Source: an optimization exercise on an open RTL-to-GDS flow (aim: small area and a short achievable clock period). Production flows keep margins and buffers that such runs may drop.
Function was checked by simulation only, so behaviour that the tests miss may differ from the original.
Power and IR drop assume default switching activity.

// rf_alu
module rf_alu(
    input         clk,
    input         rst,
    input         WriteEnable,
    input  [4:0]  rs1,
    input  [4:0]  rs2,
    input  [4:0]  rd,
    input  [31:0] WriteData,
    input  [3:0]  ALUControl,
    output [31:0] ReadData1,
    output [31:0] ReadData2,
    output [31:0] ALUResult,
    output        Zero
);
==> module alu_shl, before the edit <==
module alu_shl(input [31:0] x, input [4:0] sh, output [31:0] y);
wire [3:0] s1 = 4'b0001 << sh[1:0];
wire [3:0] s2 = 4'b0001 << sh[3:2];
wire [31:0] t1, t2;
genvar i;
generate for (i = 0; i < 32; i = i + 1) begin : st
    if (i >= 3) begin : a
        alu_ao4 a(.d({x[i-3], x[i-2], x[i-1], x[i]}), .s(s1), .y(t1[i]));
    end else if (i == 2) begin : a
        assign t1[i] = (x[2] & s1[0]) | (x[1] & s1[1]) | (x[0] & s1[2]);
    end else if (i == 1) begin : a
        assign t1[i] = (x[1] & s1[0]) | (x[0] & s1[1]);
    end else begin : a
        assign t1[i] = x[0] & s1[0];
    end
    if (i >= 12) begin : b
        alu_ao4 b(.d({t1[i-12], t1[i-8], t1[i-4], t1[i]}), .s(s2), .y(t2[i]));
    end else if (i >= 8) begin : b
        assign t2[i] = (t1[i] & s2[0]) | (t1[i-4] & s2[1]) | (t1[i-8] & s2[2]);
    end else if (i >= 4) begin : b
        assign t2[i] = (t1[i] & s2[0]) | (t1[i-4] & s2[1]);
    end else begin : b
        assign t2[i] = t1[i] & s2[0];
    end
    if (i >= 16) begin : c
        alu_mx2 c(.a(t2[i]), .b(t2[i-16]), .s(sh[4]), .y(y[i]));
    end else begin : c
        assign y[i] = t2[i] & ~sh[4];
    end
end endgenerate
endmodule
==> module alu, before the edit <==
module alu(
    input  [31:0] A,
    input  [31:0] B,
    input  [3:0]  ALUControl,
    output [31:0] ALUResult,
    output Zero
);
wire [3:0] c = ALUControl;
wire s_and = (c == 4'b0000);
wire s_or  = (c == 4'b0001);
wire s_add = (c == 4'b0010) | (c == 4'b0110);
wire s_xor = (c == 4'b0011);
wire s_sll = (c == 4'b0100);
wire s_srl = (c == 4'b0101);
wire s_eq  = (c == 4'b0111);
wire sub   = c[2];
wire [31:0] sum, p, g;
alu_add add(.a(A), .b(B), .sub(sub), .s(sum), .p(p), .g(g));
function [31:0] rev(input [31:0] x);
    integer k;
    for (k = 0; k < 32; k = k + 1) rev[k] = x[31-k];
endfunction
wire [31:0] shin = c[0] ? rev(A) : A;
wire [31:0] shl;
alu_shl sh(.x(shin), .sh(B[4:0]), .y(shl));
wire [31:0] shr = rev(shl);
wire [31:0] o  = p | g;
wire        eq = &p;
wire [31:0] lg = (g & {32{s_and}}) | (o & {32{s_or}}) | (p & {32{s_xor}})
               | {31'd0, eq & s_eq};
genvar i;
generate for (i = 0; i < 32; i = i + 1) begin : rb
    alu_res r(.sum(sum[i]), .sl(shl[i]), .sr(shr[i]), .lg(lg[i]),
              .s_add(s_add), .s_sll(s_sll), .s_srl(s_srl), .y(ALUResult[i]));
end endgenerate
wire add_zero = ~|(p ^ {o[30:0], 1'b0});
wire [31:0] nz;
genvar k;
generate for (k = 0; k < 32; k = k + 1) begin : pz
    assign nz[k] = |shin[k:0];
end endgenerate
wire [31:0] zs = 32'd1 << B[4:0];
wire sh_zero  = ~|(zs & rev(nz));
assign Zero = (s_and & ~|g) | (s_or & ~|o) | ((c == 4'b0010) & add_zero)
            | ((c == 4'b0110) & eq) | (s_xor & ~|p) | ((s_sll | s_srl) & sh_zero)
            | (s_eq & ~eq) | ~(s_and | s_or | s_add | s_xor | s_sll | s_srl | s_eq);
endmodule
clock: 11.0 ns
lec_check: 0
cap_margin: 20
core_margin: 2
core_utilization: 50
cts_buf_list: sky130_fd_sc_hd__clkbuf_8
setup_slack_margin: 3
slew_margin: 20
synth_hierarchical: 1
synth_minimum_keep_size: 0
run.sh (not shown) runs the stock make flow with config.mk's settings and CLKGATE_MAP_FILE= SYNTH_SCRIPT=/design/flow/synth_recipe.tcl, a recipe that flattens the netlist after the stock synthesis.
Rerun with:
--- a/flow/design.v
+++ b/flow/design.v
@@ -430,26 +430,33 @@
 module alu_ao4(input [3:0] d, input [3:0] s, output y);
 assign y = |(d & s);
 endmodule
 module alu_mx2(input a, input b, input s, output y);
 assign y = s ? b : a;
 endmodule
-module alu_shl(input [31:0] x, input [4:0] sh, output [31:0] y);
+module alu_ao8(input [7:0] d, input [7:0] s, output y);
+assign y = |(d & s);
+endmodule
+module alu_shl(input [31:0] x, input rv, input [4:0] sh, output [31:0] y);
 wire [3:0] s1 = 4'b0001 << sh[1:0];
+wire [3:0] sf = s1 & {4{~rv}};
+wire [3:0] sr = s1 & {4{rv}};
 wire [3:0] s2 = 4'b0001 << sh[3:2];
 wire [31:0] t1, t2;
 genvar i;
 generate for (i = 0; i < 32; i = i + 1) begin : st
     if (i >= 3) begin : a
-        alu_ao4 a(.d({x[i-3], x[i-2], x[i-1], x[i]}), .s(s1), .y(t1[i]));
+        alu_ao8 a(.d({x[i-3], x[i-2], x[i-1], x[i], x[34-i], x[33-i], x[32-i], x[31-i]}),
+                  .s({sf, sr}), .y(t1[i]));
     end else if (i == 2) begin : a
-        assign t1[i] = (x[2] & s1[0]) | (x[1] & s1[1]) | (x[0] & s1[2]);
+        assign t1[i] = (x[2] & sf[0]) | (x[1] & sf[1]) | (x[0] & sf[2])
+                     | (x[29] & sr[0]) | (x[30] & sr[1]) | (x[31] & sr[2]);
     end else if (i == 1) begin : a
-        assign t1[i] = (x[1] & s1[0]) | (x[0] & s1[1]);
+        assign t1[i] = (x[1] & sf[0]) | (x[0] & sf[1]) | (x[30] & sr[0]) | (x[31] & sr[1]);
     end else begin : a
-        assign t1[i] = x[0] & s1[0];
+        assign t1[i] = (x[0] & sf[0]) | (x[31] & sr[0]);
     end
     if (i >= 12) begin : b
         alu_ao4 b(.d({t1[i-12], t1[i-8], t1[i-4], t1[i]}), .s(s2), .y(t2[i]));
     end else if (i >= 8) begin : b
         assign t2[i] = (t1[i] & s2[0]) | (t1[i-4] & s2[1]) | (t1[i-8] & s2[2]);
     end else if (i >= 4) begin : b
@@ -489,13 +496,13 @@
 function [31:0] rev(input [31:0] x);
     integer k;
     for (k = 0; k < 32; k = k + 1) rev[k] = x[31-k];
 endfunction
 wire [31:0] shin = c[0] ? rev(A) : A;
 wire [31:0] shl;
-alu_shl sh(.x(shin), .sh(B[4:0]), .y(shl));
+alu_shl sh(.x(A), .rv(c[0]), .sh(B[4:0]), .y(shl));
 wire [31:0] shr = rev(shl);
 wire [31:0] o  = p | g;
 wire        eq = &p;
 wire [31:0] lg = (g & {32{s_and}}) | (o & {32{s_or}}) | (p & {32{s_xor}})
                | {31'd0, eq & s_eq};
 genvar i;
After rerunning: Global-route usage rises by 2.1 points; worst setup slack is worse by 0.33 ns; clock skew is unchanged; non-clock buffer count is higher by 23; power shrinks by 0.35%; sequential share of layout area falls by 0.42 points; routed wire length came out higher by 5.0%; final cell count came out higher by 1.6%.

* * *

Setup of gamma:
Another version of the RTL of rf_alu (not shown whole).
Size: roughly 3,600 cells after synthesis, ~150 I/O pins, about 0.049 sq mm of cells after synthesis.
==> module alu, before the edit <==
module alu(
    input  [31:0] A,
    input  [31:0] B,
    input  [3:0]  ALUControl,
    output [31:0] ALUResult,
    output Zero
);
wire [3:0] c = ALUControl;
wire s_and = (c == 4'b0000);
wire s_or  = (c == 4'b0001);
wire s_add = (c == 4'b0010) | (c == 4'b0110);
wire s_xor = (c == 4'b0011);
wire s_sll = (c == 4'b0100);
wire s_srl = (c == 4'b0101);
wire s_eq  = (c == 4'b0111);
wire sub   = c[2];
wire [31:0] sum, p, g;
alu_add add(.a(A), .b(B), .sub(sub), .s(sum), .p(p), .g(g));
function [31:0] rev(input [31:0] x);
    integer k;
    for (k = 0; k < 32; k = k + 1) rev[k] = x[31-k];
endfunction
wire [31:0] shin = c[0] ? rev(A) : A;
wire [31:0] shl;
alu_shl sh(.x(shin), .sh(B[4:0]), .y(shl));
wire [31:0] shr = rev(shl);
wire [31:0] x  = A ^ B;
wire [31:0] o  = A | B;
wire [31:0] an = A & B;
wire        eq = ~|x;
wire [31:0] lg = (an & {32{s_and}}) | (o & {32{s_or}}) | (x & {32{s_xor}})
               | {31'd0, eq & s_eq};
genvar i;
generate for (i = 0; i < 32; i = i + 1) begin : rb
    alu_res r(.sum(sum[i]), .sl(shl[i]), .sr(shr[i]), .lg(lg[i]),
              .s_add(s_add), .s_sll(s_sll), .s_srl(s_srl), .y(ALUResult[i]));
end endgenerate
wire add_zero = ~|(x ^ {o[30:0], 1'b0});
wire [31:0] nz;
genvar k;
generate for (k = 0; k < 32; k = k + 1) begin : pz
    assign nz[k] = |shin[k:0];
end endgenerate
wire [31:0] zs = 32'd1 << B[4:0];
wire sh_zero  = ~|(zs & rev(nz));
assign Zero = (s_and & ~|an) | (s_or & ~|o) | ((c == 4'b0010) & add_zero)
            | ((c == 4'b0110) & eq) | (s_xor & eq) | ((s_sll | s_srl) & sh_zero)
            | (s_eq & ~eq) | ~(s_and | s_or | s_add | s_xor | s_sll | s_srl | s_eq);
endmodule
Settings: LEC_CHECK=0, CAP_MARGIN=20, CORE_MARGIN=2, CORE_UTILIZATION=50, CTS_BUF_LIST=sky130_fd_sc_hd__clkbuf_8, SETUP_SLACK_MARGIN=2.2, SLEW_MARGIN=20, SYNTH_HIERARCHICAL=1, SYNTH_MINIMUM_KEEP_SIZE=0; clock period 11.0 ns.
gamma finished all stages; the layout is clean.
The inputs of delta differ from those of gamma as listed below.
--- a/flow/design.v
+++ b/flow/design.v
@@ -491,33 +491,31 @@
     for (k = 0; k < 32; k = k + 1) rev[k] = x[31-k];
 endfunction
 wire [31:0] shin = c[0] ? rev(A) : A;
 wire [31:0] shl;
 alu_shl sh(.x(shin), .sh(B[4:0]), .y(shl));
 wire [31:0] shr = rev(shl);
-wire [31:0] x  = A ^ B;
-wire [31:0] o  = A | B;
-wire [31:0] an = A & B;
-wire        eq = ~|x;
-wire [31:0] lg = (an & {32{s_and}}) | (o & {32{s_or}}) | (x & {32{s_xor}})
+wire [31:0] o  = p | g;
+wire        eq = &p;
+wire [31:0] lg = (g & {32{s_and}}) | (o & {32{s_or}}) | (p & {32{s_xor}})
                | {31'd0, eq & s_eq};
 genvar i;
 generate for (i = 0; i < 32; i = i + 1) begin : rb
     alu_res r(.sum(sum[i]), .sl(shl[i]), .sr(shr[i]), .lg(lg[i]),
               .s_add(s_add), .s_sll(s_sll), .s_srl(s_srl), .y(ALUResult[i]));
 end endgenerate
-wire add_zero = ~|(x ^ {o[30:0], 1'b0});
+wire add_zero = ~|(p ^ {o[30:0], 1'b0});
 wire [31:0] nz;
 genvar k;
 generate for (k = 0; k < 32; k = k + 1) begin : pz
     assign nz[k] = |shin[k:0];
 end endgenerate
 wire [31:0] zs = 32'd1 << B[4:0];
 wire sh_zero  = ~|(zs & rev(nz));
-assign Zero = (s_and & ~|an) | (s_or & ~|o) | ((c == 4'b0010) & add_zero)
-            | ((c == 4'b0110) & eq) | (s_xor & eq) | ((s_sll | s_srl) & sh_zero)
+assign Zero = (s_and & ~|g) | (s_or & ~|o) | ((c == 4'b0010) & add_zero)
+            | ((c == 4'b0110) & eq) | (s_xor & ~|p) | ((s_sll | s_srl) & sh_zero)
             | (s_eq & ~eq) | ~(s_and | s_or | s_add | s_xor | s_sll | s_srl | s_eq);
 endmodule
 `timescale 1ns / 1ps
 module rf_alu(
     input         clk,
     input         rst,
Notes after the runs:
delta reports its destination of the critical timing path as Zero while gamma reports ALUResult[26]. Comparing first-pass GRT wire length for gamma and delta, the smaller number came from delta. Number of rows in the core area came out lower on delta than on gamma. Cell count in delta is 54 below gamma. Diff gamma -> delta: critical path depth now larger; maximum net fanout on the critical path shrank by 11.

-- port drivers added, routing unchanged --
Ports are ideal in the flow. The routed layouts listed here were re-timed in OpenROAD. Step 1 assumes that a clkbuf_16 drives the clock port and a buf_2 every other input. Step 2 also shifts input and output timing later by t, the mid clock arrival at the registers, as if the neighbouring blocks saw the same clock. Slacks: ideal / step 1 / step 2; pairs: ideal / step 1.
run | shift t [ns] | setup slack, ns | hold WS [ns] | worst slew at a driven data input, ns | pins driven straight from the clock port
the first run of note 1 | 0.926 | 2.094 / 2.042 / 2.042 | 0.671 / 0.671 / 0.671 | 0.13 | 1
the second run of note 1 | 0.923 | 1.762 / 1.708 / 1.708 | 0.695 / 0.695 / 0.695 | 0.13 | 1
gamma | 0.913 | 2.118 / 2.028 / 2.028 | 0.698 / 0.698 / 0.698 | 0.15 | 1
delta | 0.918 | 2.070 / 2.022 / 2.022 | 0.667 / 0.667 / 0.667 | 0.07 | 1
After both steps setup and hold are still met in every run listed. The setup slack of gamma, which loses most, moves by -0.090 ns with the drivers and by -0.090 ns with both steps.
